What follows belongs to an exercise in optimizing a design on an open flow for small area; a production flow would make more cautious choices. Only simulation tests tie the RTL to the original design; equivalence was not proved. Power is estimated from default activity; no workload was simulated.

== alpha ==
## car_ctrl
module car_ctrl #(
    parameter [8:0] E_PWR  = 9'd33,   M_PWR  = 9'd511,    
    parameter [9:0] E_MAL  = 10'd274, M_MAL  = 10'd755,   
    parameter [9:0] E_MAB  = 10'd916, M_MAB  = 10'd511,   
    parameter [9:0] E_TRG  = 10'd761, M_TRG  = 10'd143,   
    parameter [9:0] E_MEND = 10'd386, M_MEND = 10'd135,   
    parameter [9:0] E_TL   = 10'd549, M_TL   = 10'd487,   
    parameter [9:0] E_TB   = 10'd808, M_TB   = 10'd895,   
    parameter [9:0] E_BK   = 10'd743, M_BK   = 10'd1019,  
    parameter [9:0] E_FW   = 10'd294, M_FW   = 10'd695,   
    parameter [9:0] E_RC   = 10'd356, M_RC   = 10'd1023,  
    parameter [9:0] M_RCNZ = 10'd511,                     
    parameter [5:0] E_MF   = 6'd8,    M_MF   = 6'd29,     
    parameter [6:0] E_MB   = 7'd9,    M_MB   = 7'd111     
    ) (
    input clk,
    input rst,
    input power,
    input [1:0] mode_selection,
    input man_reverse,
    input man_brake,
    input man_clutch,
    input up,
    input right,
    input left,
    input down,
    input middle,
    input middle_click_reverse,
    input [3:0] detector,  
    output left_light,
    output right_light,
    output [3:0] move_signal,  
    output place_barrier,
    output destroy_barrier,
    output [7:0] seg_en,
    output [7:0] seg_out0,
    output [7:0] seg_out1
    );
Size: about 1000 cells after synthesis, ~210 flip-flops, ~50 I/O pins, ~9200 µm² of cells after synthesis.
==> flow/config.mk <==
export PLATFORM = sky130hd
export DESIGN_NAME = car_ctrl
export DESIGN_NICKNAME = car_ctrl
export VERILOG_FILES = /design/flow/design.v
export SDC_FILE = /design/flow/constraint.sdc
export NUM_CORES = 4
export LEC_CHECK = 0
export CAP_MARGIN = 20
export CORE_MARGIN = 2
export CORE_UTILIZATION = 40
export CTS_BUF_LIST = sky130_fd_sc_hd__clkbuf_16
export CTS_CLUSTER_DIAMETER = 100
export CTS_CLUSTER_SIZE = 30
export SLEW_MARGIN = 20
==> flow/constraint.sdc <==
create_clock -name core_clock -period 10.0 [get_ports {clk}]
set_input_delay 2.0000 -clock core_clock [delete_from_list [all_inputs] [get_ports {clk}]]
set_output_delay 2.0000 -clock core_clock [all_outputs]
set_load 0.01 [all_outputs]
standard.sh (not shown) runs the stock make flow with config.mk's settings and CLKGATE_MAP_FILE= SYNTH_SCRIPT=/design/flow/synth_recipe.tcl, a recipe that flattens the netlist after the stock synthesis.
==> flow/flow/run.sh <==
#!/bin/bash
# Standard ORFS layout (the standard.sh) with three changes:
#  - synthesis restructures and maps logic with an area-oriented ABC script
#    (flow/abc.script: &deepsyn, then &nf area recovery)
#    and without Yosys's full/half-adder extraction (ADDER_MAP_FILE empty);
#  - port buffers are sky130_fd_sc_hd__buf_1.
# Registers, floorplan, power grid, placement, CTS and routing are as in
# the standard flow. Each step's log is under orfs/logs; make's output goes
# to flow_make.log in the work folder.
set -euo pipefail
W=$PWD
rm -rf "$W/scripts_local"
cp -r "$FLOW_HOME/scripts" "$W/scripts_local"
cp "$W/flow/abc.script" "$W/scripts_local/abc_speed.script"
bash "$W/standard.sh" SCRIPTS_DIR="$W/scripts_local" ADDER_MAP_FILE= \
  "BUFFER_PORTS_ARGS=-buffer_cell sky130_fd_sc_hd__buf_1" finish > "$W/flow_make.log" 2>&1
==> flow/flow/abc.script <==
strash
&get -n
&deepsyn -I 4 -J 50
&put
strash
&get -n
&dch -f
&nf -R 1000
&put
topo
dnsize
#### Input delta (beta over alpha)
--- a/flow/flow/run.sh
+++ b/flow/flow/run.sh
@@ -14,3 +14,4 @@
 cp "$W/flow/abc.script" "$W/scripts_local/abc_speed.script"
 bash "$W/standard.sh" SCRIPTS_DIR="$W/scripts_local" ADDER_MAP_FILE= \
-  "BUFFER_PORTS_ARGS=-buffer_cell sky130_fd_sc_hd__buf_1" finish > "$W/flow_make.log" 2>&1
+  "BUFFER_PORTS_ARGS=-buffer_cell sky130_fd_sc_hd__buf_1" \
+  "CTS_ARGS=-sink_clustering_enable -repair_clock_nets -sink_clustering_size 30 -sink_clustering_max_diameter 100 -buf_list sky130_fd_sc_hd__clkbuf_16 -dont_use_dummy_load" finish > "$W/flow_make.log" 2>&1
### Flow results
Between alpha and beta, the cell count went down.
Leakage component of the power improves in beta relative to alpha.
Per the comparison of beta with alpha, global-route usage shows no meaningful change; combinational share of power shows no meaningful change; number of global-route vias before repair shows no meaningful change; met2 layer usage reported by global route shows no meaningful change; maximum clock rate shows no meaningful change.
From alpha to beta the numbers moved as follows: number of detailed-routing iterations run before antenna repair dropped 1; total power went down 2.7%.

exp/violet:
car_ctrl again, from the RTL that the note above started with.
==> flow/design.v (excerpt) <==
module car_ctrl #(
    parameter [8:0] E_PWR  = 9'd33,   M_PWR  = 9'd511,    
    parameter [9:0] E_MAL  = 10'd274, M_MAL  = 10'd755,   
    parameter [9:0] E_MAB  = 10'd916, M_MAB  = 10'd511,   
    parameter [9:0] E_TRG  = 10'd761, M_TRG  = 10'd143,   
    parameter [9:0] E_MEND = 10'd386, M_MEND = 10'd135,   
    parameter [9:0] E_TL   = 10'd549, M_TL   = 10'd487,   
    parameter [9:0] E_TB   = 10'd808, M_TB   = 10'd895,   
    parameter [9:0] E_BK   = 10'd743, M_BK   = 10'd1019,  
    parameter [9:0] E_FW   = 10'd294, M_FW   = 10'd695,   
    parameter [9:0] E_RC   = 10'd356, M_RC   = 10'd1023,  
    parameter [9:0] M_RCNZ = 10'd511,                     
    parameter [5:0] E_MF   = 6'd8,    M_MF   = 6'd29,     
    parameter [6:0] E_MB   = 7'd9,    M_MB   = 7'd111     
    ) (
    input clk,
    input rst,
    input power,
    input [1:0] mode_selection,
    input man_reverse,
    input man_brake,
    input man_clutch,
    input up,
    input right,
    input left,
    input down,
    input middle,
    input middle_click_reverse,
    input [3:0] detector,  
    output left_light,
    output right_light,
    output [3:0] move_signal,  
    output place_barrier,
    output destroy_barrier,
    output [7:0] seg_en,
    output [7:0] seg_out0,
    output [7:0] seg_out1
    );
clock: 10.0 ns
lec_check: 0
cap_margin: 20
core_margin: 2
core_utilization: 80
place_density: 0.88
slew_margin: 20
==> flow/flow/run.sh <==
#!/bin/bash
# Standard ORFS layout (the standard.sh) with these changes:
#  - synthesis restructures and maps logic with an area-oriented ABC script
#    (flow/abc.script: &deepsyn, then &nf area recovery)
#    and without Yosys's full/half-adder extraction (ADDER_MAP_FILE empty);
#  - port buffers are sky130_fd_sc_hd__buf_1;
#  - clock tree: clkbuf_16 at the leaves (up to 30 flip-flops within 100 um),
#    clkbuf_4 above them, no dummy loads.
# Registers, floorplan, power grid, placement and routing are as in the
# standard flow. Each step's log is under orfs/logs; make's output goes
# to flow_make.log in the work folder.
set -euo pipefail
W=$PWD
rm -rf "$W/scripts_local"
cp -r "$FLOW_HOME/scripts" "$W/scripts_local"
cp "$W/flow/abc.script" "$W/scripts_local/abc_speed.script"
bash "$W/standard.sh" SCRIPTS_DIR="$W/scripts_local" ADDER_MAP_FILE= \
  "BUFFER_PORTS_ARGS=-buffer_cell sky130_fd_sc_hd__buf_1" \
  "CTS_ARGS=-sink_clustering_enable -repair_clock_nets -sink_clustering_size 30 -sink_clustering_max_diameter 100 -buf_list sky130_fd_sc_hd__clkbuf_16 -dont_use_dummy_load -root_buf sky130_fd_sc_hd__clkbuf_4 -tree_buf sky130_fd_sc_hd__clkbuf_4" finish > "$W/flow_make.log" 2>&1
Scripts as last shown in full above: flow/flow/abc.script
exp/violet: no failed stages, no open violations at the end
Setup changes, exp/violet to exp/xenon
Settings: clearing PLACE_DENSITY, which used to be 0.88; swapping 80 for 40 in CORE_UTILIZATION; putting CTS_CLUSTER_SIZE at 30 where nothing was set; putting CTS_CLUSTER_DIAMETER at 100 where nothing was set; putting CTS_BUF_LIST at sky130_fd_sc_hd__clkbuf_16 where nothing was set.
==> flow/flow/run.sh <==
#!/bin/bash
# Standard ORFS layout (the standard.sh) with three changes:
#  - synthesis maps logic with an area-oriented ABC script (flow/abc.script)
#    and without Yosys's full/half-adder extraction (ADDER_MAP_FILE empty);
#  - port buffers are sky130_fd_sc_hd__buf_1.
# Registers, floorplan, power grid, placement, CTS and routing are as in
# the standard flow. Each step's log is under orfs/logs; make's output goes
# to flow_make.log in the work folder.
set -euo pipefail
W=$PWD
rm -rf "$W/scripts_local"
cp -r "$FLOW_HOME/scripts" "$W/scripts_local"
cp "$W/flow/abc.script" "$W/scripts_local/abc_speed.script"
bash "$W/standard.sh" SCRIPTS_DIR="$W/scripts_local" ADDER_MAP_FILE= \
  "BUFFER_PORTS_ARGS=-buffer_cell sky130_fd_sc_hd__buf_1" finish > "$W/flow_make.log" 2>&1
==> flow/flow/abc.script <==
strash
ifraig
scorr
dc2
strash
&get -n
&dch -f
&nf -R 1000
&put
topo
dnsize
Notes after the runs:
Of exp/xenon and exp/violet, it is exp/xenon that has the lower core utilization. In the flow results for exp/xenon and exp/violet, the worst path setup slack after routing is smaller on exp/xenon. On exp/xenon: adder-cell share of the synthesized area is 0.49 points higher than what exp/violet gave.
Changes in exp/zinc relative to exp/xenon:
Settings: PLACE_DENSITY now 0.75, previously not set; CORE_UTILIZATION now 65, was 40.
--- a/flow/flow/run.sh
+++ b/flow/flow/run.sh
@@ -3 +3,2 @@
-#  - synthesis maps logic with an area-oriented ABC script (flow/abc.script)
+#  - synthesis restructures and maps logic with an area-oriented ABC script
+#    (flow/abc.script: &deepsyn, then &nf area recovery)
--- a/flow/flow/abc.script
+++ b/flow/flow/abc.script
@@ -2,3 +2,3 @@
-ifraig
-scorr
-dc2
+&get -n
+&deepsyn -I 4 -J 50
+&put
- Taking exp/xenon as the reference point, the worst supply voltage drop on vdd of exp/zinc rises by about 46%.
- Multiplexer area fraction after synthesis, exp/xenon and exp/zinc: smaller value in exp/zinc
- Looking at wire length of the first global-routing pass across both flows, exp/zinc is the stronger of the two, with exp/xenon trailing.
- Going from exp/xenon to exp/zinc, power per unit of standard cell area went up; first-iteration DRC count climbed 18%; via count now smaller; global-route usage rose by 9.9 points.
- Of exp/zinc and exp/xenon, it is exp/zinc that has the higher worst setup slack.
- exp/zinc has completed all stages; timing, DRC and antenna checks passed.
- exp/xenon has higher layout cell share with drive strength beyond 1 than exp/zinc.

[what the ideal ports hide]
The flow's constraints put no driver on any port. The routed layouts listed below were extracted and timed again, unchanged, in two steps.
Step 1 sets driving cells, clkbuf_16 on the clock port and buf_2 on the other inputs (assumed; they add their load-dependent delay and slew).
Step 2 moves the port delays by t, midway between the first and last clock arrival at a register: inputs arrive t later, outputs are due t later. That takes back most of the time a late clock gives input paths.
a / b / c = ideal / step 1 / step 2; a / b = the first two.
run | t (ns) | setup WS [ns] | worst hold slack (ns)
alpha | 0.504 | 3.585 / 3.562 / 3.478 | 0.460 / 0.460 / 0.460
beta | 0.491 | 3.596 / 3.573 / 3.493 | 0.436 / 0.436 / 0.436
exp/violet | 0.583 | 3.592 / 3.568 / 3.510 | 0.463 / 0.463 / 0.463
exp/xenon | 0.508 | 2.902 / 2.911 / 2.403 | 0.440 / 0.440 / 0.440
exp/zinc | 0.501 | 3.578 / 3.554 / 3.457 | 0.461 / 0.461 / 0.461
After both steps every run listed still meets setup and hold. The setup slack of exp/xenon, which loses most, moves by +0.009 ns with the drivers and by -0.499 ns with both steps.
